This design comes from an exercise in tuning for small area on the open sky130 flow, not from production work. In this exercise RTL edits were held to simulation tests only and were not proved equivalent to the original. No run shown here takes its clock network from TritonCTS; it comes from the design's own scripts or RTL. The clock input has no modelled driver; a real chip could not lean on it and would need a root buffer or a full tree. Power figures rest on the tool's default switching activity, not on a simulated workload.

<file path="flow/design.v">
`timescale 1ns / 1ps
module uart_parity_gen #(
    parameter WIDTH = 32
)(
    input  wire [WIDTH-1:0] data,
    input  wire parity_even_n,   
    output wire parity_bit
);
    wire even_parity = ^data; 
    assign parity_bit = (parity_even_n) ? ~even_parity : even_parity;
endmodule
`timescale 1ns / 1ps
module uart_baud_gen #(
    parameter CLK_FREQ = 32000000,
    parameter BAUD_RATE = 115200
)(
    input  wire clk,
    input  wire rst_n,
    output wire baud_tick
);
    localparam [8:0] JUMP  = 9'd358;
    localparam [8:0] RESET = 9'd102;    
    localparam [8:0] MASK  = 9'h17f;    
    reg [8:0] lfsr;
    assign baud_tick = (lfsr & MASK) == (JUMP & MASK);
    always @(posedge clk or negedge rst_n) begin
        if (!rst_n)
            lfsr <= RESET;
        else
            lfsr <= {lfsr[7:0], (lfsr[8] ^ lfsr[3]) & ~baud_tick};
    end
endmodule
`timescale 1ns / 1ps
module uart_tx #(
    parameter WIDTH = 32
)(
    input  wire       clk,
    input  wire       rst_n,
    input  wire       tx_start,
    input  wire [WIDTH-1:0] tx_data,
    input  wire       parity_even_n,
    input  wire       baud_tick,
    output reg        tx_line,
    output reg        tx_busy
);
    reg [WIDTH+2:1] shreg;
    reg             parity;
    wire upper_empty = ~|shreg[WIDTH+2:2];
    always @(posedge clk or negedge rst_n) begin
        if (!rst_n) begin
            tx_line <= 1'b1;
            tx_busy <= 1'b0;
        end else if (!tx_busy) begin
            tx_busy <= tx_start;
        end else if (baud_tick) begin
            tx_line <= upper_empty ? (~shreg[1] | parity) : shreg[1];
            if (upper_empty & ~shreg[1])
                tx_busy <= 1'b0;
        end
    end
    wire ld = ~tx_busy;
    wire sh = tx_busy & baud_tick;
    wire hd = tx_busy & ~baud_tick;
    always @(posedge clk) begin
        shreg  <= ({(WIDTH+2){ld}} & {1'b1, tx_data, 1'b0})
                | ({(WIDTH+2){sh}} & {1'b0, shreg[WIDTH+2:2]})
                | ({(WIDTH+2){hd}} & shreg);
        parity <= (ld & parity_even_n) | (sh & (parity ^ shreg[1])) | (hd & parity);
    end
endmodule
`timescale 1ns / 1ps
module uart_rx #(
    parameter WIDTH = 32
)(
    input  wire       clk,
    input  wire       rst_n,
    input  wire       rx_line,
    input  wire       parity_even_n,
    input  wire       rx_clear,
    output wire [WIDTH-1:0] rx_data,
    output wire       rx_ready,
    output reg        parity_error,
    output wire       framing_error
);
    localparam [8:0] JUMP  = 9'd358;
    localparam [8:0] MASK  = 9'h17f;
    localparam [8:0] START = 9'd200;    
    reg              idle;
    reg              start_chk;
    localparam [8:0] POL = 9'b010101010;
    reg [8:0]        timer_q;
    wire [8:0]       timer = timer_q ^ POL;
    reg [WIDTH+2:1]  shreg;              
    wire sample = (timer & MASK) == (JUMP & MASK);
    assign rx_data       = shreg[WIDTH:1];
    assign framing_error = ~shreg[WIDTH+2];
    assign rx_ready = idle & ~start_chk;
    always @(posedge clk or negedge rst_n) begin
        if (!rst_n) begin
            idle      <= 1'b1;
            start_chk <= 1'b1;
        end else begin
            if (idle)
                start_chk <= 1'b1;
            else if (sample & ~rx_line)
                start_chk <= 1'b0;
            if (idle)
                idle <= rx_line;
            else if (sample)
                idle <= start_chk ? rx_line : shreg[1];
        end
    end
    wire sh = ~idle & sample & ~start_chk;
    wire hd = ~idle & ~(sample & ~start_chk);
    always @(posedge clk) begin
        shreg <= ({(WIDTH+2){sh}} & {rx_line, shreg[WIDTH+2:2]})
               | ({(WIDTH+2){hd}} & shreg)
               | {idle, {(WIDTH+1){1'b0}}};
        if (idle) begin
            timer_q      <= START ^ POL;
            parity_error <= 1'b0;
        end else begin
            timer_q <= {timer[7:0], (timer[8] ^ timer[3]) & ~sample} ^ POL;
            if (sample & ~start_chk & ~shreg[1])
                parity_error <= parity_error ^ rx_line ^ (shreg[2] & parity_even_n);
        end
    end
endmodule
`timescale 1ns / 1ps
module uart_full_duplex_32bit #(
    parameter CLK_FREQ = 32000000,
    parameter BAUD_RATE = 115200
)(
    input  wire        clk,
    input  wire        rst_n,
    input  wire        tx_start,
    input  wire [31:0] tx_data,
    output wire        tx_busy,
    output wire [31:0] rx_data,
    output wire        rx_ready,
    input  wire        rx_clear,
    input  wire        parity_even_n,    
    output wire        uart_tx,    
    input  wire        uart_rx,    
    output wire        parity_error,
    output wire        framing_error
);
    wire baud_tick;
    uart_baud_gen #(.CLK_FREQ(CLK_FREQ), .BAUD_RATE(BAUD_RATE)) BAUDGEN (
        .clk(clk), .rst_n(rst_n), .baud_tick(baud_tick)
    );
    uart_tx #(.WIDTH(32)) TX (
        .clk(clk), .rst_n(rst_n),
        .tx_start(tx_start), .tx_data(tx_data),
        .parity_even_n(parity_even_n),
        .baud_tick(baud_tick),
        .tx_line(uart_tx),
        .tx_busy(tx_busy)
    );
    uart_rx #(.WIDTH(32)) RX (
        .clk(clk), .rst_n(rst_n),
        .rx_line(uart_rx),
        .parity_even_n(parity_even_n),
        .rx_clear(rx_clear),
        .rx_data(rx_data),
        .rx_ready(rx_ready),
        .parity_error(parity_error),
        .framing_error(framing_error)
    );
endmodule
</file>
<file path="flow/flow/run.sh">
#!/bin/bash
# The standard layout (standard.sh) with three changes:
#  - synthesis maps logic with an area-oriented ABC script (flow/synth_area.tcl);
#  - port buffers use the smallest buffer cell;
#  - the clock tree is built by flow/manual_cts.tcl: one clock buffer per group
#    of nearby flip-flops, all driven by one root buffer on the clock port,
#    each group buffer upsized if its flip-flops' clock slew would be high.
# Each tool's full output stays in orfs/logs/; make's output is in flow_make.log.
set -euo pipefail
HERE=$(pwd)
export AREA_ABC_SCRIPT="$HERE/flow/abc_area.script"
export BUFFER_PORTS_ARGS="-buffer_cell sky130_fd_sc_hd__buf_1"
export PRE_CTS_TCL="$HERE/flow/manual_cts.tcl"
export CLK_GROUPS=8
export CLK_ROOT=sky130_fd_sc_hd__clkbuf_4
export CLK_BUF=sky130_fd_sc_hd__clkbuf_4
export CLK_SLEW_TARGET=0.12
sed "s#SYNTH_SCRIPT=[^ ]*#SYNTH_SCRIPT=$HERE/flow/synth_area.tcl#" standard.sh > flow_standard.sh
bash flow_standard.sh > flow_make.log 2>&1
</file>
<file path="flow/flow/abc_area.script">
&get -n
&st
&syn2
&dch -f
&nf -p -R 1000 -F 8 -C 32 -E 10
&put
topo
dnsize -c
</file>
<file path="flow/flow/manual_cts.tcl">
# Hook sourced before ORFS's CTS step (PRE_CTS_TCL). It replaces
# clock_tree_synthesis with a one-level clock tree: the flip-flops are split
# into CLK_GROUPS groups by position and each group gets one clock buffer,
# placed at the group's centre and driven straight from the clock port.
proc clock_tree_synthesis {args} {
  set groups [expr {[info exists ::env(CLK_GROUPS)] ? $::env(CLK_GROUPS) : 4}]
  set cell [expr {[info exists ::env(CLK_BUF)] ? $::env(CLK_BUF) : "sky130_fd_sc_hd__clkbuf_8"}]
  set block [ord::get_db_block]
  set net [$block findNet clk]
  set sinks {}
  foreach pin [get_pins -of_objects [get_nets clk]] {
    set inst [sta::sta_to_db_inst [$pin instance]]
    set loc [$inst getLocation]
    lappend sinks [list [lindex $loc 0] [lindex $loc 1] $pin]
  }
  puts "manual CTS: [llength $sinks] sinks into $groups groups of $cell"
  # split recursively along the longer side into equal halves
  set parts [list $sinks]
  while {[llength $parts] < $groups} {
    # split the largest part
    set bi 0; set bn 0
    for {set i 0} {$i < [llength $parts]} {incr i} {
      set n [llength [lindex $parts $i]]
      if {$n > $bn} { set bn $n; set bi $i }
    }
    set p [lindex $parts $bi]
    set xs [lmap s $p {lindex $s 0}]; set ys [lmap s $p {lindex $s 1}]
    set w [expr {[tcl::mathfunc::max {*}$xs] - [tcl::mathfunc::min {*}$xs]}]
    set h [expr {[tcl::mathfunc::max {*}$ys] - [tcl::mathfunc::min {*}$ys]}]
    set k [expr {$w >= $h ? 0 : 1}]
    set p [lsort -integer -index $k $p]
    set m [expr {[llength $p] / 2}]
    set parts [lreplace $parts $bi $bi [lrange $p 0 [expr {$m-1}]] [lrange $p $m end]]
  }
  set i 0
  foreach p $parts {
    set sx 0; set sy 0
    foreach s $p { set sx [expr {$sx + [lindex $s 0]}]; set sy [expr {$sy + [lindex $s 1]}] }
    set cx [ord::dbu_to_microns [expr {$sx / [llength $p]}]]
    set cy [ord::dbu_to_microns [expr {$sy / [llength $p]}]]
    set pins [lmap s $p {lindex $s 2}]
    set r [insert_buffer -buffer_cell $cell -net clk -load_pins $pins -location [list $cx $cy] \
      -buffer_name clkbuf_manual_$i -net_name clknet_manual_$i]
    set b [sta::sta_to_db_inst $r]
    foreach it [$b getITerms] {
      set n [$it getNet]
      if {$n != "NULL"} { $n setSigType CLOCK }
    }
    puts "manual CTS: group $i, [llength $p] sinks, buffer at $cx $cy"
    incr i
  }
  # With CLK_ROOT set, one more buffer of that cell, at the centre of the
  # group buffers, drives them all, so the clock port feeds a single pin.
  if {[info exists ::env(CLK_ROOT)] && $::env(CLK_ROOT) ne ""} {
    set pins {}
    set sx 0; set sy 0
    foreach pin [get_pins -of_objects [get_nets clk]] {
      set loc [[sta::sta_to_db_inst [$pin instance]] getLocation]
      set sx [expr {$sx + [lindex $loc 0]}]; set sy [expr {$sy + [lindex $loc 1]}]
      lappend pins $pin
    }
    set cx [ord::dbu_to_microns [expr {$sx / [llength $pins]}]]
    set cy [ord::dbu_to_microns [expr {$sy / [llength $pins]}]]
    set r [insert_buffer -buffer_cell $::env(CLK_ROOT) -net clk -load_pins $pins \
      -location [list $cx $cy] -buffer_name clkbuf_manual_root -net_name clknet_manual_root]
    foreach it [[sta::sta_to_db_inst $r] getITerms] {
      set n [$it getNet]
      if {$n != "NULL"} { $n setSigType CLOCK }
    }
    puts "manual CTS: root $::env(CLK_ROOT) at $cx $cy"
  }
  $net setSigType CLOCK
  # Upsize any group buffer whose flip-flops would see a clock slew above
  # CLK_SLEW_TARGET (ns) with placement-estimated wires.
  if {[info exists ::env(CLK_SLEW_TARGET)]} {
    set sizes {sky130_fd_sc_hd__clkbuf_4 sky130_fd_sc_hd__clkbuf_8 sky130_fd_sc_hd__clkbuf_16}
    set_propagated_clock [all_clocks]
    for {set pass 0} {$pass < 3} {incr pass} {
      # measure with the buffers where legalisation puts them
      detailed_placement
      estimate_parasitics -placement
      set changed 0
      foreach inst [get_cells clkbuf_manual_*] {
        if {[string match *root* [get_full_name $inst]]} { continue }
        set worst 0
        foreach out [get_pins -of_objects $inst -filter "direction==output"] {
          foreach p [get_pins -of_objects [get_nets -of_objects $out] -filter "direction==input"] {
            set sl [get_property $p slew_max]
            if {$sl > $worst} { set worst $sl }
          }
        }
        set ref [get_property $inst ref_name]
        set k [lsearch $sizes $ref]
        if {$worst > $::env(CLK_SLEW_TARGET) && $k >= 0 && $k < 2} {
          replace_cell $inst [lindex $sizes [expr {$k+1}]]
          puts "manual CTS: [get_full_name $inst] slew $worst, $ref -> [lindex $sizes [expr {$k+1}]]"
          set changed 1
        }
      }
      if {!$changed} { break }
    }
    unset_propagated_clock [all_clocks]
  }
}
</file>
<file path="flow/flow/synth_area.tcl">
# The standard synthesis (synth_recipe.tcl) with one change: ABC maps the
# combinational logic with an area-oriented script (flow/abc_area.script)
# instead of ORFS's speed script. Flip-flops are mapped before ABC runs, so
# the registers, their names and cell types are the standard synthesis's.
proc synth {args} { yosys synth -nofsm -noshare {*}$args }
proc abc {args} {
  set i [lsearch $args -script]
  if {$i >= 0} { lset args [expr {$i+1}] $::env(AREA_ABC_SCRIPT) }
  set j [lsearch $args -D]
  if {$j >= 0} { set args [lreplace $args $j [expr {$j+1}]] }
  yosys abc {*}$args
}
source $::env(SCRIPTS_DIR)/synth.tcl
# left out here: clear keep_hierarchy, flatten, clean up, hide names made inside functions, write 1_2_yosys.v
</file>
<file path="flow/standard.sh">
#!/bin/bash
# synth_recipe.tcl (not shown) runs the flow's synth.tcl, then flattens the netlist and writes it again
# the make line also repeats each setting of config.mk as NAME=value (left out here)
make -C /OpenROAD-flow-scripts/flow DESIGN_CONFIG=/design/flow/config.mk WORK_HOME=/design/flow/orfs CLKGATE_MAP_FILE= SYNTH_SCRIPT=/design/flow/synth_recipe.tcl "${@:-finish}"
</file>
<file path="flow/config.mk">
export PLATFORM = sky130hd
export DESIGN_NAME = uart_full_duplex_32bit
export DESIGN_NICKNAME = uart_full_duplex_32bit
export VERILOG_FILES = /design/flow/design.v
export SDC_FILE = /design/flow/constraint.sdc
export NUM_CORES = 4
export LEC_CHECK = 0
export CAP_MARGIN = 20
export CORE_MARGIN = 2
export CORE_UTILIZATION = 70
export SLEW_MARGIN = 20
</file>
<file path="flow/constraint.sdc">
create_clock -name core_clock -period 10.0 [get_ports {clk}]
set_input_delay 2.0000 -clock core_clock [delete_from_list [all_inputs] [get_ports {clk}]]
set_output_delay 2.0000 -clock core_clock [all_outputs]
set_load 0.01 [all_outputs]
</file>
==> results of run 1 <==
## worst max-delay path by stage
stage	end	slack, ns	cells past startpoint
2_1_floorplan	RX.shreg[34]	6.99	5
3_3_place_gp	rx_ready	7.03	2
3_5_place_dp	rx_ready	7.02	2
4_1_cts	rx_ready	7.01	2
5_1_grt	rx_ready	6.46	2
6_report	rx_ready	6.57	2
## cells by family (layout without fill, tap and decap cells)
family / Yosys count / count (layout) / share of synthesized area (%)
xor+xnor: 3 / 3 / 0.809
compound gates: 74 / 74 / 16.9
flops: 92 / 92 / 59.0
simple gates: 105 / 105 / 14.2
fa+ha+maj: 1 / 1 / 0.385
mux: 2 / 2 / 0.655
buf+inv: 38 / 93 / 8.09
## through the flow
step                area (µm²)  worst slack, ns  instances
global placement          3390             7.03        413
floorplan                 3250             6.99        315
global route              3470             6.46        422
detailed placement        3390             7.02        413
CTS                       3470             7.01        422
finish                    3470             6.57        422
## where the power goes
part	internal [mW]	switching, mW	leakage [nW]	total [mW]
clock	0.0462	0.101	0.0440	0.147
sequential	0.408	0.0261	0.803	0.434
combinational	0.0238	0.0214	0.485	0.0452
total	0.478	0.148	1.33	0.626
## registers in the layout, summed over array words and instances (netlist names), 9 cells and up
signal / flops
RX.shreg: 34
TX.shreg: 34
RX.timer_q: 9
BAUDGEN.lfsr: 9
## cell usage after synthesis, types with 2 or more instances
cell	instances	area, µm²
nor2_1	73	274
nor2b_1	2	12.5
nand2b_1	6	37.5
buf_4	32	240
o22ai_1	33	206
nand2_1	6	22.5
a22o_1	33	289
dfrtp_1	6	150
dfxtp_1	79	1580
o21ai_0	3	15.0
nor3_1	3	15.0
nor4_1	9	56.3
dfstp_2	7	184
clkinv_1	6	22.5
xnor2_1	2	17.5
nand4_1	3	18.8
## metal layers
metal  routed length, µm  up-vias  track usage, %
met3                 347        8            2.22
met5                   0        -               0
met1                2780     1080            33.9
li1                    -     1220               -
met2                2610       64            35.9
met4                  87        0            4.61
## worst register-to-register path: cells and delay by family (launching register included)
family                 cells  cell delay [ns]
AO/OA/AOI/OAI              1             0.19
flip-flops                 1             0.38
AND/OR/NAND/NOR            4             1.13
buffers and inverters      1             0.39
## layout by cell type (no fill, tap or decap), types with 3 or more instances in the layout
cell / n
nand2_1: 6
o22ai_1: 33
clkbuf_4: 8
nor4_1: 9
o21ai_0: 3
buf_1: 73
nand2b_1: 6
buf_4: 5
clkinv_1: 6
dfstp_2: 7
nand4_1: 3
nor2_1: 72
a22o_1: 33
dfrtp_1: 6
dfxtp_1: 79
## final cells by class, without the clock buffers
cell class                 count  area (µm²)  area share, %
inverter                       6        22.5          0.650
multi-input combinational    185        1080           31.1
sequential                    92        1920           55.3
tap                           52        65.1           1.88
timing repair buffer          78         312           8.99
==> impl_metrics.yaml, run 1 <==
critical_path:
  critPathSlowestCell: "dfstp_2"
  rrSetupSlack_ns: 7.86
  crit_chain: "nor2b_1 > buf_1"
  end_kind: "primary output"
  critPathRequiredTime_ns: 8.00
  reg2regPathDepth: 6
  critical_path.max_stage_delay_ns: 0.70
  path_delay_family: "flip-flops"
  arrival_ns: 1.43
  critPathBufInv: 1
  r2r-start: "RX.timer_q[3]"
  r2r-end: "RX.shreg[12]"
  startpoint_type: "flop"
  critPathLaunch: "RX.idle"
  path_class: "flop to primary output"
  cp_max_fo: 15
job:
  drv_cap: 0
power_and_ir_drop:
  finalPower_mw: 0.626
  worst_ir_drop_vdd_mv: 0.135
  leakage_nw: 1.33
  p_per_area_nw_per_um2: 181
final_layout:
  post-route-util_pct: 78.5
  n_antenna_cell: 0
  drive_gt1_share_pct: 6.22
  syn_to_final_growth_pct: 6.70
  nNetsFinal: 411
  fill_cells: 318
floorplanning:
  rows: 24
  pin_count: 75
  die_y_um: 72.1
  dieArea_um2: 5200
  start_util_pct: 73.6
  die_w_um: 72.1
  core_area_um2: 4410
global_routing:
  grt_max_degree: 38
  track_usage_pct: 22.5
  antenna_found_initial: 0
  grt_pass1_wl_um: 9800
  grt_overflow: 0
  grt_pass1_vias: 2135
route:
  wire_per_inst_um: 13.8
  drt_iter0_markers: 163
  wl_um: 5820
  vias_per_cell: 5.62
  drc_errors: 0
  vias: 2372
  firstDrtPassIters: 4
  postRouteAntennaNets: 0
clock_tree:
  path_clk_slew_ns: 0.12
  post_cts_resized: 0
  clkLatencyLatePin_ns: 0.42
  post_cts_buffers: 0
  hold_buffers: 0
worst_hold_path:
  hp-start: "BAUDGEN.lfsr[7]"
  min_path_cells: 0
  hold_class: "flop to flop"
  whs_endpoint: "BAUDGEN.lfsr[8]"
synthesis:
  avgSynthCellArea_um2: 10.3
  synth_edf_count: 0
  async_flop_share_pct: 14.1
  yosysSeqAreaShare_pct: 59.0
  synthFlopType: "dfxtp_1"
  ys_seq_elements: 92
  synth_area_um2: 3250
  syn-num-nets: 354
  yosys_warnings: 3
  synth.distinct_cells: 28
  netlist_instances: 315
sta:
  worst_pin_slew_ns: 0.782
  period_share_pct: 34.3
  final-setup-viol-count: 0
  tns_ns: 0
  fmax_mhz: 291
  slew_violations: 0
  maxSlewHeadroom_pct: 47.6
  whs_ns: 0.356
  fin_skew_ns: 0.0408
  rsz0062_at_grt: "false"
  hold_viol: 0
  finalCriticalPeriod_ns: 3.43
place:
  io_buffers: 73
  dp.final_hpwl_um: 3890
  gp_congestion: 0.763
outcome:
  status: "complete, no violations"
==> inputs of run 2 (changes only) <==
--- a/flow/config.mk
+++ b/flow/config.mk
@@ -7,5 +7,5 @@
 export LEC_CHECK = 0
 export CAP_MARGIN = 20
 export CORE_MARGIN = 2
-export CORE_UTILIZATION = 70
+export CORE_UTILIZATION = 80
 export SLEW_MARGIN = 20
==> run 2 against run 1 <==
Against the previous run:
- clock power shrank 5%
- final cell count shrank 0.95%
- synthesized cell count is the same
- still clean on timing, DRC and antenna
- critical path type unchanged
- critical path depth is the same
- sequential share of layout area rose by 0.30 points
- first-iteration DRC count is 1.8% higher
- worst setup slack improved by 0.038 ns
- sequential power barely moved
- largest power group unchanged
==> impl_metrics.yaml, run 2 <==
synthesis:
  synth_top_family_by_area: "compound AO/OA/AOI/OAI gates"
  synthMuxAreaShare_pct: 0.655
  yosysMostFrequentCell: "dfxtp_1"
  netlist_instances: 315
  yosysSeqAreaShare_pct: 59.0
  synthFlopType: "dfxtp_1"
  synthSimpleGateAreaFrac_pct: 14.2
  synth.distinct_cells: 28
  yosysTopAreaCellShare_pct: 48.7
  yosys_warnings: 3
  ys_top_cells_by_area: "dfxtp_1 49%, a22o_1 8.9%, nor2_1 8.4%"
  synth_compound_area_share_pct: 16.9
  syn-num-nets: 354
  synth_xor_area_share_pct: 0.809
  synthTopCellsByCount: "79 x dfxtp_1, 73 x nor2_1, 33 x a22o_1, 33 x o22ai_1, 32 x buf_4"
  ys_seq_elements: 92
  synth_area_um2: 3250
  yosysTopAreaCell: "dfxtp_1"
  avgSynthCellArea_um2: 10.3
  synth_edf_count: 0
  synth_fa_ha_area_share_pct: 0.385
  async_flop_share_pct: 14.1
clock_tree:
  post_cts_buffers: 0
  path_clk_slew_ns: 0.10
  post_cts_resized: 0
  clkLatencyLatePin_ns: 0.41
  hold_buffers: 0
final_layout:
  multiInputGateArea_um2: 1080
  syn_to_final_growth_pct: 6.12
  layout_commonest_cell: "dfxtp_1"
  post-route-util_pct: 87.4
  largestRegisters: "RX.shreg (34), TX.shreg (34)"
  n_antenna_cell: 0
  seqCellArea_um2: 1920
  fill_cells: 209
  nNetsFinal: 409
  drive_gt1_share_pct: 6.25
  final_cell_mix: "79 x dfxtp_1, 73 x buf_1, 72 x nor2_1"
floorplanning:
  pin_count: 75
  die_y_um: 67.7
  core_area_um2: 3940
  rows: 23
  start_util_pct: 82.4
  dieArea_um2: 4590
  die_w_um: 67.7
worst_hold_path:
  hp-start: "BAUDGEN.lfsr[7]"
  hold_class: "flop to flop"
job:
  drv_cap: 0
sta:
  worst_pin_slew_ns: 0.652
  period_share_pct: 34.0
  tns_ns: 0
  fin_skew_ns: 0.0160
  slew_violations: 0
  final-setup-viol-count: 0
  fmax_mhz: 294
  maxSlewHeadroom_pct: 56.4
  hold_viol: 0
  rsz0062_at_grt: "false"
  finalCriticalPeriod_ns: 3.40
route:
  vias_per_cell: 5.85
  drt_iter0_markers: 166
  vias: 2445
  wire_per_inst_um: 14.2
  drc_errors: 0
  wl_um: 5940
  postRouteAntennaNets: 0
  firstDrtPassIters: 4
global_routing:
  grt_max_degree: 39
  track_usage_pct: 25.0
  met1_usage_pct: 34.4
  grt_pass1_wl_um: 8970
  grtUsageMet3_pct: 3.67
  grt_pass1_vias: 2004
  met2_usage_pct: 42.0
  antenna_found_initial: 0
  grt_overflow: 0
  grt.busiest_layer: "met2"
power_and_ir_drop:
  leakage_nw: 1.32
  worst_ir_drop_vdd_mv: 0.184
  p_per_area_nw_per_um2: 180
place:
  io_buffers: 73
  gp_congestion: 0.771
  dp.final_hpwl_um: 4160
outcome:
  status: "complete, no violations"
critical_path:
  arrival_ns: 1.40
  end_kind: "primary output"
  critPathLaunch: "RX.idle"
  critPathRequiredTime_ns: 8.00
  cp_max_fo: 15
  r2r-start: "BAUDGEN.lfsr[6]"
  path_class: "flop to primary output"
  startpoint_type: "flop"
-- run 2: cell families (layout without fill, tap and decap cells) --
family                   Yosys count  after routing
adder cells (fa/ha/maj)            1              1
AND/OR/NAND/NOR                  105            105
buffers and inverters             38             91
multiplexers                       2              2
AO/OA/AOI/OAI                     74             74
XOR/XNOR                           3              3
flip-flops                        92             92
-- run 2: metrics by stage --
| stage | power, mW | std cells | cell area [µm²] | hold slack, ns | worst slack (ns) |
|---|---|---|---|---|---|
| final | 0.619 | 418 | 3450 | 0.369 | 6.60 |
| after global routing | 0.649 | 418 | 3450 | 0.382 | 6.51 |
| after CTS | 0.594 | 418 | 3440 | 0.353 | 6.95 |
| after detailed placement | 0.489 | 409 | 3380 | 0.343 | 6.96 |
| after global placement | 0.482 | 409 | 3370 | 0.337 | 7.03 |
| after floorplan | 0.468 | 315 | 3250 | 0.331 | 6.99 |
-- run 2: cell type report, without the clock buffers --
cell class,instances,share of cell area (%)
inverters,6,0.653
flip-flops and latches,92,55.6
well taps,50,1.81
multi-input cells,185,31.4
repair buffers,76,8.60
-- run 2: worst paths after layout --
kind / end / slack, ns / cells after the start
hold reg to reg: BAUDGEN.lfsr[8] / 0.37 / 0
setup / recovery: rx_ready / 6.60 / 2
max in group asynchronous: BAUDGEN.lfsr[7] / 8.00 / 1
hold / removal: BAUDGEN.lfsr[8] / 0.37 / 0
setup reg to reg: TX.tx_busy / 7.68 / 4
min in group asynchronous: TX.tx_busy / 1.58 / 1
-- run 2: routing by layer --
layer	vias to the layer above	routed length, µm
li1	1208	-
met1	1139	2610
met2	85	2840
met3	13	386
met4	0	104
met5	-	0
-- run 2: critical path, stage by stage (launching register included) --
cell     delay (ns)
dfstp_2        0.69
nor2b_1        0.16
buf_1          0.15
-- run 2: report_power, final --
group	internal, mW	switching [mW]
combinational	0.0237	0.0223
sequential	0.408	0.0266
clock	0.0420	0.0966
total	0.474	0.146
==> inputs of run 3 (changes only) <==
--- a/flow/config.mk
+++ b/flow/config.mk
@@ -7,5 +7,5 @@
 export LEC_CHECK = 0
 export CAP_MARGIN = 20
 export CORE_MARGIN = 2
-export CORE_UTILIZATION = 80
+export CORE_UTILIZATION = 75
 export SLEW_MARGIN = 20
==> run 3 against run 2 <==
Against the previous run:
- still clean on timing, DRC and antenna
- clock skew shrank 0.0032 ns
- final area grew 0.15%
- first-iteration DRC count shrank 7.8%
- global-route usage shrank 1.7 points
- worst setup slack lost 0.017 ns
- critical path depth is the same
- register-to-register slack gained 0.04 ns
- sequential cell count is the same
- clock power is essentially flat
- critical endpoint unchanged
==> impl_metrics.yaml, run 3 <==
critical_path:
  reg2regPathDepth: 4
  critPathSlowestCell: "dfstp_2"
  path_class: "flop to primary output"
  end_kind: "primary output"
  cp_max_fo: 15
  r2r-start: "BAUDGEN.lfsr[6]"
  rrSetupSlack_ns: 7.72
  critical_path.max_stage_delay_ns: 0.69
  startpoint_type: "flop"
  arrival_ns: 1.41
  crit_chain: "nor2b_1 > buf_1"
  critPathLaunch: "RX.idle"
  r2r-end: "TX.tx_busy"
  critPathRequiredTime_ns: 8.00
route:
  postRouteAntennaNets: 0
  vias: 2403
  firstDrtPassIters: 5
  vias_per_cell: 5.74
  wl_um: 5720
  drc_errors: 0
  drt_iter0_markers: 153
  wire_per_inst_um: 13.7
floorplanning:
  die_w_um: 69.8
  die_y_um: 69.8
  pin_count: 75
  start_util_pct: 79.5
  rows: 23
  dieArea_um2: 4870
  core_area_um2: 4090
sta:
  fin_skew_ns: 0.0128
  rsz0062_at_grt: "false"
  whs_ns: 0.366
  period_share_pct: 34.1
  finalCriticalPeriod_ns: 3.41
  tns_ns: 0
  worst_pin_slew_ns: 0.676
  fmax_mhz: 293
  final-setup-viol-count: 0
  maxSlewHeadroom_pct: 54.9
  hold_viol: 0
  slew_violations: 0
synthesis:
  yosysTopAreaCell: "dfxtp_1"
  avgSynthCellArea_um2: 10.3
  yosysSeqAreaShare_pct: 59.0
  yosysMostFrequentCell: "dfxtp_1"
  ys_top_cells_by_area: "dfxtp_1 49%, a22o_1 8.9%, nor2_1 8.4%"
  synth.distinct_cells: 28
  synthTopCellsByCount: "79 x dfxtp_1, 73 x nor2_1, 33 x a22o_1, 33 x o22ai_1, 32 x buf_4"
  yosysTopAreaCellShare_pct: 48.7
  synth_area_um2: 3250
  async_flop_share_pct: 14.1
  yosys_warnings: 3
  synth_edf_count: 0
  netlist_instances: 315
  ys_seq_elements: 92
  synthFlopType: "dfxtp_1"
  syn-num-nets: 354
outcome:
  status: "complete, no violations"
global_routing:
  grt_pass1_vias: 2304
  grt_max_degree: 38
  grt_overflow: 0
  track_usage_pct: 23.3
  grt_pass1_wl_um: 9800
  antenna_found_initial: 0
final_layout:
  layout_commonest_cell: "dfxtp_1"
  largestRegisters: "RX.shreg (34), TX.shreg (34)"
  n_antenna_cell: 0
  final_cells: 419
  drive_gt1_share_pct: 6.23
  post-route-util_pct: 84.5
  final_cell_mix: "79 x dfxtp_1, 73 x buf_1, 72 x nor2_1"
  fill_cells: 245
  nNetsFinal: 410
  syn_to_final_growth_pct: 6.28
job:
  drv_cap: 0
power_and_ir_drop:
  leakage_nw: 1.33
  finalPower_mw: 0.620
  worst_ir_drop_vdd_mv: 0.166
  p_per_area_nw_per_um2: 180
clock_tree:
  clkLatencyLatePin_ns: 0.42
  post_cts_resized: 0
  post_cts_buffers: 0
  hold_buffers: 0
  path_clk_slew_ns: 0.11
place:
  dp_cells: 410
  dp.final_hpwl_um: 3870
  io_buffers: 73
  gp_congestion: 0.819
worst_hold_path:
  hold_class: "flop to flop"
  min_path_cells: 0
  hp-start: "BAUDGEN.lfsr[7]"
  whs_endpoint: "BAUDGEN.lfsr[8]"
[run 3: worst max path at each step]
stage / to
6_report: rx_ready
5_1_grt: rx_ready
3_3_place_gp: rx_ready
3_5_place_dp: rx_ready
2_1_floorplan: RX.shreg[34]
4_1_cts: rx_ready
[run 3: routing by layer]
metal	GRT usage (%)	routed length (µm)	vias up
met5	0	0	-
met4	5.56	93	0
met3	3.05	374	8
met2	39.7	2630	78
met1	31.7	2630	1106
li1	-	-	1211
[run 3: metrics by stage]
step	area [µm²]	worst slack [ns]
final	3450	6.59
after global routing	3450	6.51
after CTS	3450	7.03
after detailed placement	3380	7.03
after global placement	3380	7.03
after floorplan	3250	6.99
[run 3: final cells by class, without the clock buffers]
type	instances	area (µm²)	area share, %
multi-input combinational	185	1080	31.3
timing repair buffer	77	304	8.81
inverter	6	22.5	0.652
sequential	92	1920	55.5
tap	50	62.6	1.81
[run 3: power by group]
part	leakage [nW]	internal, mW	total [mW]	switching [mW]
Sequential	0.803	0.408	0.434	0.0261
Clock	0.0414	0.0420	0.141	0.0988
Combinational	0.482	0.0238	0.0450	0.0212
Total	1.33	0.474	0.620	0.146
[run 3: kinds of logic after synthesis]
logic type / synth area share (%)
xor gates and xnor gates: 0.809
AOI/OAI and AO/OA: 16.9
muxes: 0.655
adders and majority gates: 0.385
and+or+nand+nor: 14.2
DFF: 59.0
buffers and inverters: 8.09
[run 3: worst max-delay path, delay by kind of cell, from the launching register on]
kind                   cells  cell delay [ns]
buffers and inverters      1             0.15
AND/OR/NAND/NOR            1             0.16
flip-flops                 1             0.69
==> inputs of run 4 (changes only) <==
==> flow/flow/abc_area.script (replaced) <==
&get -n
&st
&syn2
&dch
&nf -p -R 1000 -F 8 -C 32 -E 10
&put
topo
dnsize -c
--- a/flow/flow/manual_cts.tcl
+++ b/flow/flow/manual_cts.tcl
@@ -1,7 +1,10 @@
 # Hook sourced before ORFS's CTS step (PRE_CTS_TCL). It replaces
-# clock_tree_synthesis with a one-level clock tree: the flip-flops are split
-# into CLK_GROUPS groups by position and each group gets one clock buffer,
-# placed at the group's centre and driven straight from the clock port.
+# clock_tree_synthesis with a small two-level clock tree: the flip-flops are
+# split into CLK_GROUPS groups by position, each group gets one CLK_BUF clock
+# buffer at its centre, and (with CLK_ROOT set) one root buffer on the clock
+# port drives all group buffers. With CLK_SLEW_TARGET set, a group buffer
+# whose flip-flops would see a larger clock slew (placement estimate, after
+# legalisation) is upsized.
 proc clock_tree_synthesis {args} {
   set groups [expr {[info exists ::env(CLK_GROUPS)] ? $::env(CLK_GROUPS) : 4}]
   set cell [expr {[info exists ::env(CLK_BUF)] ? $::env(CLK_BUF) : "sky130_fd_sc_hd__clkbuf_8"}]
==> run 4 against run 3 <==
Against the previous run:
- still clean
- clock power is 4% higher
- final cell count is 0.24% lower
- total power is 1.0% higher
- wire length is 5.0% higher
- critical path depth stayed put
- area after synthesis is 0.12% lower
- final area is 0.14% lower
- clock skew is 0.015 ns higher
- die area is 0.11% lower
- combinational power is 2% higher
==> impl_metrics.yaml, run 4 <==
outcome:
  status: "complete, no violations"
route:
  vias: 2409
  firstDrtPassIters: 4
  wl_met1_um: 2650
  wl_um: 6010
  wire_per_inst_um: 14.4
  drc_errors: 0
  routed-wl-met3_um: 413
  drt_iter0_markers: 152
  top_layer_used: "met4"
  postRouteAntennaNets: 0
  wl_met2_um: 2800
  vias_per_cell: 5.76
worst_hold_path:
  min_path_cells: 0
  hold_class: "flop to flop"
sta:
  finalCriticalPeriod_ns: 3.44
  slew_violations: 0
  tns_ns: 0
  setup_slack_ns: 6.56
  fin_skew_ns: 0.0281
  rsz0062_at_grt: "false"
  hold_viol: 0
  period_share_pct: 34.4
  fmax_mhz: 291
  maxSlewHeadroom_pct: 53.9
  final-setup-viol-count: 0
  whs_ns: 0.369
  worst_pin_slew_ns: 0.691
synthesis:
  synthFlopType: "dfxtp_1"
  yosys_warnings: 3
  synth.distinct_cells: 28
  syn-num-nets: 354
  yosysTopAreaCell: "dfxtp_1"
  ys_seq_elements: 92
  yosysMostFrequentCell: "dfxtp_1"
  synthTopCellsByCount: "79 x dfxtp_1, 74 x nor2_1, 33 x a22o_1, 33 x o22ai_1, 32 x buf_4"
  yosysSeqAreaShare_pct: 59.0
  yosysTopAreaCellShare_pct: 48.7
  async_flop_share_pct: 14.1
  netlist_instances: 315
  ys_top_cells_by_area: "dfxtp_1 49%, a22o_1 8.9%, nor2_1 8.6%"
  avgSynthCellArea_um2: 10.3
  synth_area_um2: 3240
  synth_edf_count: 0
floorplanning:
  die_w_um: 69.8
  pin_count: 75
  die_y_um: 69.8
  dieArea_um2: 4870
  start_util_pct: 79.4
  rows: 23
  core_area_um2: 4090
final_layout:
  final_cell_mix: "79 x dfxtp_1, 73 x nor2_1, 73 x buf_1"
  n_antenna_cell: 0
  nNetsFinal: 409
  stdcell_area_um2: 3450
  multiInputGateArea_um2: 1080
  drive_gt1_share_pct: 6.25
  syn_to_final_growth_pct: 6.25
  largestRegisters: "RX.shreg (34), TX.shreg (34)"
  layout_commonest_cell: "dfxtp_1"
  fill_cells: 253
  seqCellArea_um2: 1920
job:
  drv_cap: 0
power_and_ir_drop:
  p_per_area_nw_per_um2: 182
  worst_ir_drop_vdd_mv: 0.177
  finalPower_mw: 0.626
  leakage_nw: 1.32
place:
  dp.final_hpwl_um: 4090
  pre_cts_slack_ns: 7.00
  io_buffers: 73
  gp_congestion: 0.790
  place_area_um2: 3370
global_routing:
  grt_max_degree: 38
  grt_pass1_wl_um: 10100
  track_usage_pct: 24.2
  grt_overflow: 0
  grt_pass1_vias: 2250
  antenna_found_initial: 0
clock_tree:
  hold_buffers: 0
  post_cts_resized: 0
  path_clk_slew_ns: 0.10
  clkLatencyLatePin_ns: 0.42
  post_cts_buffers: 0
critical_path:
  path_class: "flop to primary output"
  end_kind: "primary output"
  cp_max_fo: 16
  reg2regPathDepth: 4
  startpoint_type: "flop"
  critPathRequiredTime_ns: 8.00
  arrival_ns: 1.44
-- run 4: cell count changes after synthesis, sizes merged --
cell / change
nand3: +1
nor3b: -1
nor2: +1
nand4: -1
a21oi: +2
o21ai: -1
nand2: -1
-- run 4: cells by family after synthesis --
kind of cell | Yosys count | synth area share (%)
xor+xnor | 3 | 0.810
flops | 92 | 59.0
compound gates | 75 | 17.1
mux | 2 | 0.656
buf+inv | 38 | 8.10
fa+ha+maj | 1 | 0.386
simple gates | 104 | 13.9
-- run 4: cell type report, without the clock buffers --
class / count / share of cell area, %
sequential: 92 / 55.6
timing repair buffer: 76 / 8.60
inverter: 6 / 0.653
multi-input combinational: 185 / 31.2
tap: 50 / 1.81
-- run 4: metal layers --
metal | GRT usage (%) | up-vias
li1 | - | 1208
met2 | 39.2 | 78
met5 | 0 | -
met3 | 4.80 | 15
met1 | 33.8 | 1108
met4 | 6.20 | 0
-- run 4: power by group --
| part | switching (mW) | total [mW] | internal, mW |
|---|---|---|---|
| combinational | 0.0223 | 0.0457 | 0.0234 |
| clock | 0.0999 | 0.146 | 0.0462 |
| sequential | 0.0262 | 0.434 | 0.408 |
-- run 4: path summary, 6_finish.rpt --
path	start	endpoint	slack [ns]
max	RX.idle	rx_ready	6.56
min	BAUDGEN.lfsr[7]	BAUDGEN.lfsr[8]	0.37
max reg2reg	BAUDGEN.lfsr[6]	TX.tx_busy	7.70
min reg2reg	BAUDGEN.lfsr[7]	BAUDGEN.lfsr[8]	0.37
max in group asynchronous	rst_n	TX.tx_busy	7.96
min in group asynchronous	rst_n	BAUDGEN.lfsr[3]	1.58
-- run 4: metrics by stage --
step	utilization (%)	std cells
final	84.4	418
after global routing	84.4	418
after CTS	84.3	418
after detailed placement	82.5	409
after global placement	82.4	409
after floorplan	-	315
-- run 4: worst max-delay path: stages, from the launching register on --
cell     delay [ns]
dfstp_2        0.70
nor2b_1        0.17
buf_1          0.15
==> inputs of run 5 (changes only) <==
==> flow/flow/abc_area.script (replaced) <==
&get -n
&st
&syn2
&dch -f
&nf -p -R 1000 -F 8 -C 32 -E 10
&put
topo
dnsize -c
==> run 5 against run 4 <==
Against the previous run:
- register-to-register slack better by 0.02 ns
- largest power group unchanged
- combinational power fell by 2%
- sequential power barely moved
- die area up 0.11%
- critical path type unchanged
- utilization rose by 0.12 points
- sequential share of layout area is 0.080 points lower
- global-route usage is 0.99 points lower
- clock skew is 0.015 ns lower
- worst hold slack worse by 0.0034 ns
- final area rose by 0.15%
==> impl_metrics.yaml, run 5 <==
synthesis:
  ys_seq_elements: 92
  synth_top_family_by_area: "compound AO/OA/AOI/OAI gates"
  synthFlopType: "dfxtp_1"
  yosys_warnings: 3
  syn-num-nets: 354
  ys_top_cells_by_area: "dfxtp_1 49%, a22o_1 8.9%, nor2_1 8.4%"
  yosysTopAreaCell: "dfxtp_1"
  synthSimpleGateAreaFrac_pct: 14.2
  netlist_instances: 315
  async_flop_share_pct: 14.1
  yosysSeqAreaShare_pct: 59.0
  synth_area_um2: 3250
  yosysTopAreaCellShare_pct: 48.7
  synth_edf_count: 0
  yosysMostFrequentCell: "dfxtp_1"
  synthMuxAreaShare_pct: 0.655
  synth_compound_area_share_pct: 16.9
  synth_fa_ha_area_share_pct: 0.385
  synth_xor_area_share_pct: 0.809
  synthTopCellsByCount: "79 x dfxtp_1, 73 x nor2_1, 33 x a22o_1, 33 x o22ai_1, 32 x buf_4"
  synth.distinct_cells: 28
  avgSynthCellArea_um2: 10.3
route:
  drc_errors: 0
  drt_iter0_markers: 153
  wl_um: 5720
  wire_per_inst_um: 13.7
  firstDrtPassIters: 5
  vias_per_cell: 5.74
  postRouteAntennaNets: 0
  vias: 2403
final_layout:
  post-route-util_pct: 84.5
  multiInputGateArea_um2: 1080
  fill_cells: 245
  nNetsFinal: 410
  drive_gt1_share_pct: 6.23
  syn_to_final_growth_pct: 6.28
  seqCellArea_um2: 1920
  final_cell_mix: "79 x dfxtp_1, 73 x buf_1, 72 x nor2_1"
  n_antenna_cell: 0
  layout_commonest_cell: "dfxtp_1"
  largestRegisters: "RX.shreg (34), TX.shreg (34)"
critical_path:
  path_class: "flop to primary output"
  arrival_ns: 1.41
  startpoint_type: "flop"
  critPathRequiredTime_ns: 8.00
  critPathLaunch: "RX.idle"
  end_kind: "primary output"
  reg2regPathDepth: 4
  cp_max_fo: 15
  r2r-start: "BAUDGEN.lfsr[6]"
floorplanning:
  pin_count: 75
  core_area_um2: 4090
  rows: 23
  start_util_pct: 79.5
  die_y_um: 69.8
  die_w_um: 69.8
  dieArea_um2: 4870
power_and_ir_drop:
  worst_ir_drop_vdd_mv: 0.166
  leakage_nw: 1.33
  p_per_area_nw_per_um2: 180
  finalPower_mw: 0.620
sta:
  worst_pin_slew_ns: 0.676
  fmax_mhz: 293
  tns_ns: 0
  slew_violations: 0
  final-setup-viol-count: 0
  rsz0062_at_grt: "false"
  hold_viol: 0
  finalCriticalPeriod_ns: 3.41
  maxSlewHeadroom_pct: 54.9
  fin_skew_ns: 0.0128
  period_share_pct: 34.1
clock_tree:
  clkLatencyLatePin_ns: 0.42
  path_clk_slew_ns: 0.11
  post_cts_buffers: 0
  hold_buffers: 0
  post_cts_resized: 0
worst_hold_path:
  hold_class: "flop to flop"
  min_path_cells: 0
  hp-start: "BAUDGEN.lfsr[7]"
global_routing:
  track_usage_pct: 23.3
  grt_overflow: 0
  grt_pass1_wl_um: 9800
  grt_max_degree: 38
  grt_pass1_vias: 2304
  antenna_found_initial: 0
place:
  gp_congestion: 0.819
  dp.final_hpwl_um: 3870
  io_buffers: 73
outcome:
  status: "complete, no violations"
job:
  drv_cap: 0
[run 5: layout make-up, without the clock buffers]
| type | instances | share of cell area (%) |
|---|---|---|
| timing repair buffer | 77 | 8.81 |
| multi-input combinational | 185 | 31.3 |
| sequential | 92 | 55.5 |
| tap | 50 | 1.81 |
| inverter | 6 | 0.652 |
[run 5: layer usage]
metal | part of all wire [%] | GRT usage (%) | vias to the layer above
li1 | - | - | 1211
met1 | 46 | 31.7 | 1106
met2 | 46 | 39.7 | 78
met3 | 6.5 | 3.05 | 8
met4 | 1.6 | 5.56 | 0
met5 | 0 | 0 | -
[run 5: cells by family (layout without fill, tap and decap cells)]
logic type               after synthesis  in the layout
XOR/XNOR                               3              3
AND/OR/NAND/NOR                      105            105
multiplexers                           2              2
AO/OA/AOI/OAI                         74             74
adder cells (fa/ha/maj)                1              1
buffers and inverters                 38             92
flip-flops                            92             92
[run 5: report_power, final]
group	total (mW)	internal [mW]	switching [mW]	leakage [nW]
logic	0.0450	0.0238	0.0212	0.482
clock network	0.141	0.0420	0.0988	0.0414
registers	0.434	0.408	0.0261	0.803
[run 5: final timing paths]
kind | end | slack (ns)
min reg2reg | BAUDGEN.lfsr[8] | 0.37
max reg2reg | TX.tx_busy | 7.72
max | rx_ready | 6.59
min | BAUDGEN.lfsr[8] | 0.37
min in group asynchronous | BAUDGEN.lfsr[7] | 1.58
max in group asynchronous | BAUDGEN.lfsr[0] | 7.99
[run 5: critical path, stage by stage, from the launching register on]
cell and delay (ns):
dfstp_2 0.69, nor2b_1 0.16, buf_1 0.15
[run 5: through the flow]
stage / std cells / hold WS (ns) / cell area [µm²] / setup slack (ns)
6_report: 419 / 0.366 / 3450 / 6.59
5_1_grt: 419 / 0.369 / 3450 / 6.51
4_1_cts: 419 / 0.344 / 3450 / 7.03
3_5_place_dp: 410 / 0.337 / 3380 / 7.03
3_3_place_gp: 410 / 0.335 / 3380 / 7.03
2_1_floorplan: 315 / 0.331 / 3250 / 6.99
==> inputs of run 6 (changes only) <==
--- a/flow/flow/run.sh
+++ b/flow/flow/run.sh
@@ -12,7 +12,7 @@
 export BUFFER_PORTS_ARGS="-buffer_cell sky130_fd_sc_hd__buf_1"
 export PRE_CTS_TCL="$HERE/flow/manual_cts.tcl"
 export CLK_GROUPS=8
-export CLK_ROOT=sky130_fd_sc_hd__clkbuf_4
+export CLK_ROOT=sky130_fd_sc_hd__clkbuf_2
 export CLK_BUF=sky130_fd_sc_hd__clkbuf_4
 export CLK_SLEW_TARGET=0.12
 sed "s#SYNTH_SCRIPT=[^ ]*#SYNTH_SCRIPT=$HERE/flow/synth_area.tcl#" standard.sh > flow_standard.sh
==> run 6 against run 5 <==
Against the previous run:
- critical path depth is the same
- worst setup slack got worse by 0.081 ns
- synthesized cell count did not move
==> impl_metrics.yaml, run 6 <==
critical_path:
  critical_path.max_stage_delay_ns: 0.69
  path_class: "flop to primary output"
  crit_chain: "nor2b_1 > buf_1"
  critPathSlowestCell: "dfstp_2"
  critPathBufInv: 1
  end_kind: "primary output"
  startpoint_type: "flop"
  cp_max_fo: 15
  path_delay_family: "flip-flops"
  arrival_ns: 1.49
  critPathRequiredTime_ns: 8.00
final_layout:
  syn_to_final_growth_pct: 6.20
  drive_gt1_share_pct: 6.23
  multiInputGateArea_um2: 1080
  seqCellArea_um2: 1920
  final_cells: 419
  nNetsFinal: 410
  layout_commonest_cell: "dfxtp_1"
  n_antenna_cell: 0
  fill_cells: 246
  final_cell_mix: "79 x dfxtp_1, 73 x buf_1, 72 x nor2_1"
  largestRegisters: "RX.shreg (34), TX.shreg (34)"
route:
  wire_per_inst_um: 13.6
  wl_um: 5720
  firstDrtPassIters: 6
  postRouteAntennaNets: 0
  drt_iter0_markers: 153
  vias: 2395
  vias_per_cell: 5.72
  drc_errors: 0
global_routing:
  grt_max_degree: 38
  grtUsageMet3_pct: 2.62
  met1_usage_pct: 31.7
  met2_usage_pct: 39.7
  grt.busiest_layer: "met2"
  grt_pass1_vias: 2319
  antenna_found_initial: 0
  grt_pass1_wl_um: 9820
  grt_overflow: 0
  track_usage_pct: 23.3
power_and_ir_drop:
  worst_ir_drop_vdd_mv: 0.165
  p_per_area_nw_per_um2: 179
  finalPower_mw: 0.618
  leakage_nw: 1.33
job:
  drv_cap: 0
floorplanning:
  core_area_um2: 4090
  dieArea_um2: 4870
  rows: 23
  die_y_um: 69.8
  pin_count: 75
  start_util_pct: 79.5
  die_w_um: 69.8
synthesis:
  avgSynthCellArea_um2: 10.3
  synth.distinct_cells: 28
  yosysMostFrequentCell: "dfxtp_1"
  ys_top_cells_by_area: "dfxtp_1 49%, a22o_1 8.9%, nor2_1 8.4%"
  yosysSeqAreaShare_pct: 59.0
  yosysTopAreaCell: "dfxtp_1"
  netlist_instances: 315
  yosys_warnings: 3
  syn-num-nets: 354
  synthTopCellsByCount: "79 x dfxtp_1, 73 x nor2_1, 33 x a22o_1, 33 x o22ai_1, 32 x buf_4"
  synthFlopType: "dfxtp_1"
  synth_area_um2: 3250
  async_flop_share_pct: 14.1
  yosysTopAreaCellShare_pct: 48.7
  ys_seq_elements: 92
  synth_edf_count: 0
place:
  dp.final_hpwl_um: 3870
  io_buffers: 73
  dp_cells: 410
  gp_congestion: 0.819
sta:
  finalCriticalPeriod_ns: 3.49
  slew_violations: 0
  rsz0062_at_grt: "false"
  tns_ns: 0
  final-setup-viol-count: 0
  period_share_pct: 34.9
  fin_skew_ns: 0.0150
  fmax_mhz: 286
  hold_viol: 0
  worst_pin_slew_ns: 0.679
  maxSlewHeadroom_pct: 54.7
clock_tree:
  path_clk_slew_ns: 0.11
  post_cts_resized: 0
  hold_buffers: 0
  post_cts_buffers: 0
  clkLatencyLatePin_ns: 0.51
outcome:
  status: "complete, no violations"
worst_hold_path:
  hold_class: "flop to flop"
run 6: cell counts after synthesis:
Identical to the previous run, type by type.
run 6: cell families (layout without fill, tap and decap cells):
logic type,count (synthesis),in the layout,share of synthesized area (%)
AND/OR/NAND/NOR,105,105,14.2
flip-flops,92,92,59.0
AO/OA/AOI/OAI,74,74,16.9
buffers and inverters,38,92,8.09
XOR/XNOR,3,3,0.809
multiplexers,2,2,0.655
adder cells (fa/ha/maj),1,1,0.385
run 6: worst paths after layout:
path | start | end | slack (ns) | depth (start not counted)
max in group asynchronous | rst_n | BAUDGEN.lfsr[0] | 8.07 | 1
max | RX.idle | rx_ready | 6.51 | 2
min reg2reg | BAUDGEN.lfsr[7] | BAUDGEN.lfsr[8] | 0.37 | 0
max reg2reg | BAUDGEN.lfsr[6] | TX.tx_busy | 7.71 | 4
min in group asynchronous | rst_n | BAUDGEN.lfsr[7] | 1.49 | 1
min | BAUDGEN.lfsr[7] | BAUDGEN.lfsr[8] | 0.37 | 0
run 6: metal layers:
metal	wire length (µm)	share of wire (%)	vias up
met2	2620	46	70
met1	2660	47	1103
li1	-	-	1212
met3	336	5.9	10
met5	0	0	-
met4	98	1.7	0
run 6: power by group:
part | leakage (nW) | internal, mW | total (mW) | switching, mW
logic | 0.482 | 0.0238 | 0.0450 | 0.0211
registers | 0.803 | 0.408 | 0.434 | 0.0262
clock network | 0.0410 | 0.0393 | 0.139 | 0.0997
run 6: area by class of cell, without the clock buffers:
type / instances / share of cell area, %
Timing Repair Buffer: 77 / 8.81
Sequential cell: 92 / 55.5
Inverter: 6 / 0.653
Multi-Input combinational cell: 185 / 31.3
Tap cell: 50 / 1.81
run 6: metrics by stage:
stage / setup WS, ns / hold WS, ns / instance area (µm²) / util [%]
finish: 6.51 / 0.366 / 3450 / 84.4
global route: 6.42 / 0.369 / 3450 / 84.4
CTS: 7.03 / 0.344 / 3450 / 84.4
detailed placement: 7.03 / 0.337 / 3380 / 82.8
global placement: 7.03 / 0.335 / 3380 / 82.8
floorplan: 6.99 / 0.331 / 3250 / -
run 6: worst reg2reg max path: stages, from the launching register on:
cell and delay (ns):
dfstp_2 0.55, nand4b_1 0.10, nor4_1 0.51, nand2_2 0.53, o32a_1 0.49
==> inputs of run 7 (changes only) <==
==> flow/flow/abc_area.script (replaced) <==
&get -n
&st
&syn2
&dch
&nf -p -R 1000 -F 8 -C 32 -E 10
&put
topo
dnsize -c
==> run 7 against run 6 <==
Against the previous run:
- still clean
- area after synthesis is 0.12% lower
- combinational power is 2% higher
- die area fell by 0.11%
- clock power increased by 3%
- synthesized cell count stayed put
- final area is 0.15% lower
- total power increased by 0.84%
- largest cell class unchanged
==> impl_metrics.yaml, run 7 <==
floorplanning:
  die_y_um: 69.8
  core_area_um2: 4090
  die_w_um: 69.8
  rows: 23
  dieArea_um2: 4870
  pin_count: 75
  start_util_pct: 79.4
route:
  wire_per_inst_um: 14.4
  postRouteAntennaNets: 0
  firstDrtPassIters: 4
  drc_errors: 0
  vias: 2417
  vias_per_cell: 5.78
  drt_iter0_markers: 153
  wl_um: 6030
worst_hold_path:
  hold_class: "flop to flop"
  min_path_cells: 0
critical_path:
  crit_chain: "nor2b_1 > buf_1"
  reg2regPathDepth: 4
  critPathRequiredTime_ns: 8.00
  startpoint_type: "flop"
  cp_max_fo: 16
  critPathSlowestCell: "dfstp_2"
  path_class: "flop to primary output"
  arrival_ns: 1.53
  critical_path.max_stage_delay_ns: 0.70
  end_kind: "primary output"
sta:
  period_share_pct: 35.3
  fmax_mhz: 283
  tns_ns: 0
  finalCriticalPeriod_ns: 3.53
  slew_violations: 0
  final-setup-viol-count: 0
  hold_viol: 0
  worst_pin_slew_ns: 0.696
  fin_skew_ns: 0.0322
  rsz0062_at_grt: "false"
  maxSlewHeadroom_pct: 53.6
synthesis:
  synth.distinct_cells: 28
  synthMuxAreaShare_pct: 0.656
  synth_edf_count: 0
  synth_area_um2: 3240
  yosysMostFrequentCell: "dfxtp_1"
  yosysSeqAreaShare_pct: 59.0
  yosysTopAreaCell: "dfxtp_1"
  synth_fa_ha_area_share_pct: 0.386
  synth_top_family_by_area: "compound AO/OA/AOI/OAI gates"
  synthTopCellsByCount: "79 x dfxtp_1, 74 x nor2_1, 33 x a22o_1, 33 x o22ai_1, 32 x buf_4"
  yosysTopAreaCellShare_pct: 48.7
  avgSynthCellArea_um2: 10.3
  ys_seq_elements: 92
  syn-num-nets: 354
  ys_top_cells_by_area: "dfxtp_1 49%, a22o_1 8.9%, nor2_1 8.6%"
  synthSimpleGateAreaFrac_pct: 13.9
  netlist_instances: 315
  synth_compound_area_share_pct: 17.1
  yosys_warnings: 3
  synthFlopType: "dfxtp_1"
  synth_xor_area_share_pct: 0.810
  async_flop_share_pct: 14.1
global_routing:
  met2_usage_pct: 39.2
  met1_usage_pct: 33.8
  grt_pass1_wl_um: 10100
  grt.busiest_layer: "met2"
  grt_pass1_vias: 2250
  antenna_found_initial: 0
  grt_max_degree: 38
  grt_overflow: 0
  track_usage_pct: 24.2
  grtUsageMet3_pct: 4.80
clock_tree:
  post_cts_buffers: 0
  clkLatencyLatePin_ns: 0.51
  path_clk_slew_ns: 0.10
  hold_buffers: 0
  post_cts_resized: 0
final_layout:
  post-route-util_pct: 84.3
  final_cell_mix: "79 x dfxtp_1, 73 x nor2_1, 73 x buf_1"
  n_antenna_cell: 0
  syn_to_final_growth_pct: 6.17
  layout_commonest_cell: "dfxtp_1"
  largestRegisters: "RX.shreg (34), TX.shreg (34)"
  nNetsFinal: 409
  drive_gt1_share_pct: 6.25
power_and_ir_drop:
  worst_ir_drop_vdd_mv: 0.177
  p_per_area_nw_per_um2: 181
  leakage_nw: 1.32
place:
  io_buffers: 73
  gp_congestion: 0.790
  dp.final_hpwl_um: 4090
job:
  drv_cap: 0
outcome:
  status: "complete, no violations"
==> run 7: final timing paths <==
path                              endpoint       startpoint  slack (ns)
max in group asynchronous       TX.tx_busy            rst_n        8.04
min                        BAUDGEN.lfsr[8]  BAUDGEN.lfsr[7]        0.37
min in group asynchronous  BAUDGEN.lfsr[3]            rst_n        1.49
min reg2reg                BAUDGEN.lfsr[8]  BAUDGEN.lfsr[7]        0.37
max                               rx_ready          RX.idle        6.47
max reg2reg                     TX.tx_busy  BAUDGEN.lfsr[6]        7.68
==> run 7: logic make-up after synthesis <==
kind of cell	after synthesis
mux	2
xor+xnor	3
compound gates	75
flops	92
simple gates	104
buf+inv	38
fa+ha+maj	1
==> run 7: critical path: cells and delay by family, from the launching register on <==
kind                   cells  cell delay, ns
AND/OR/NAND/NOR            1            0.17
flip-flops                 1            0.70
buffers and inverters      1            0.15
==> run 7: metal layers <==
layer / vias to the layer above / part of all wire [%]
li1: 1207 / -
met1: 1119 / 45
met2: 76 / 46
met3: 15 / 6.8
met4: 0 / 2.4
met5: - / 0
==> run 7: final cells by class, without the clock buffers <==
type,instances,area (µm²)
fillers,255,642
inverters,6,22.5
multi-input cells,185,1080
flip-flops and latches,92,1920
well taps,50,62.6
repair buffers,76,297
==> run 7: per-stage QoR <==
| stage | hold slack [ns] | std cells | worst slack (ns) | instance area (µm²) | power, mW |
|---|---|---|---|---|---|
| global route | 0.378 | 418 | 6.37 | 3440 | 0.655 |
| global placement | 0.335 | 409 | 7.02 | 3370 | 0.482 |
| CTS | 0.348 | 418 | 7.00 | 3440 | 0.596 |
| detailed placement | 0.351 | 409 | 7.00 | 3370 | 0.487 |
| floorplan | 0.331 | 315 | 7.13 | 3240 | 0.468 |
| finish | 0.370 | 418 | 6.47 | 3440 | 0.623 |
==> run 7: where the power goes <==
part	switching, mW	internal, mW
Combinational	0.0223	0.0234
Clock	0.100	0.0434
Sequential	0.0263	0.408
Total	0.149	0.475

==> static timing again, ports no longer ideal <==
No port has a modelled driver above. Below, the same layouts with a new extraction and two added sets of constraints. Step 1 sets driving cells, clkbuf_16 on the clock port and buf_2 on the other inputs (assumed; they add their load-dependent delay and slew). Step 2 moves the port delays by t, midway between the first and last clock arrival at a register: inputs arrive t later, outputs are due t later. That takes back most of the time a late clock gives input paths. Three values: no drivers, after step 1, after step 2; two values: the first two.
run | t (ns) | setup slack, ns | worst hold slack (ns) | cell pins on the clock port's net
run 1 | 0.424 | 6.567 / 6.541 / 6.965 | 0.356 / 0.356 / 0.356 | 1
run 2 | 0.423 | 6.604 / 6.583 / 6.966 | 0.369 / 0.369 / 0.369 | 1
run 3 | 0.435 | 6.588 / 6.562 / 6.997 | 0.366 / 0.366 / 0.366 | 1
run 4 | 0.434 | 6.560 / 6.535 / 6.969 | 0.369 / 0.369 / 0.369 | 1
run 5 | 0.435 | 6.588 / 6.562 / 6.997 | 0.366 / 0.366 / 0.366 | 1
run 6 | 0.524 | 6.506 / 6.481 / 7.004 | 0.366 / 0.366 / 0.366 | 1
run 7 | 0.520 | 6.471 / 6.447 / 6.967 | 0.370 / 0.370 / 0.370 | 1
After both steps setup and hold are still met in every run listed.
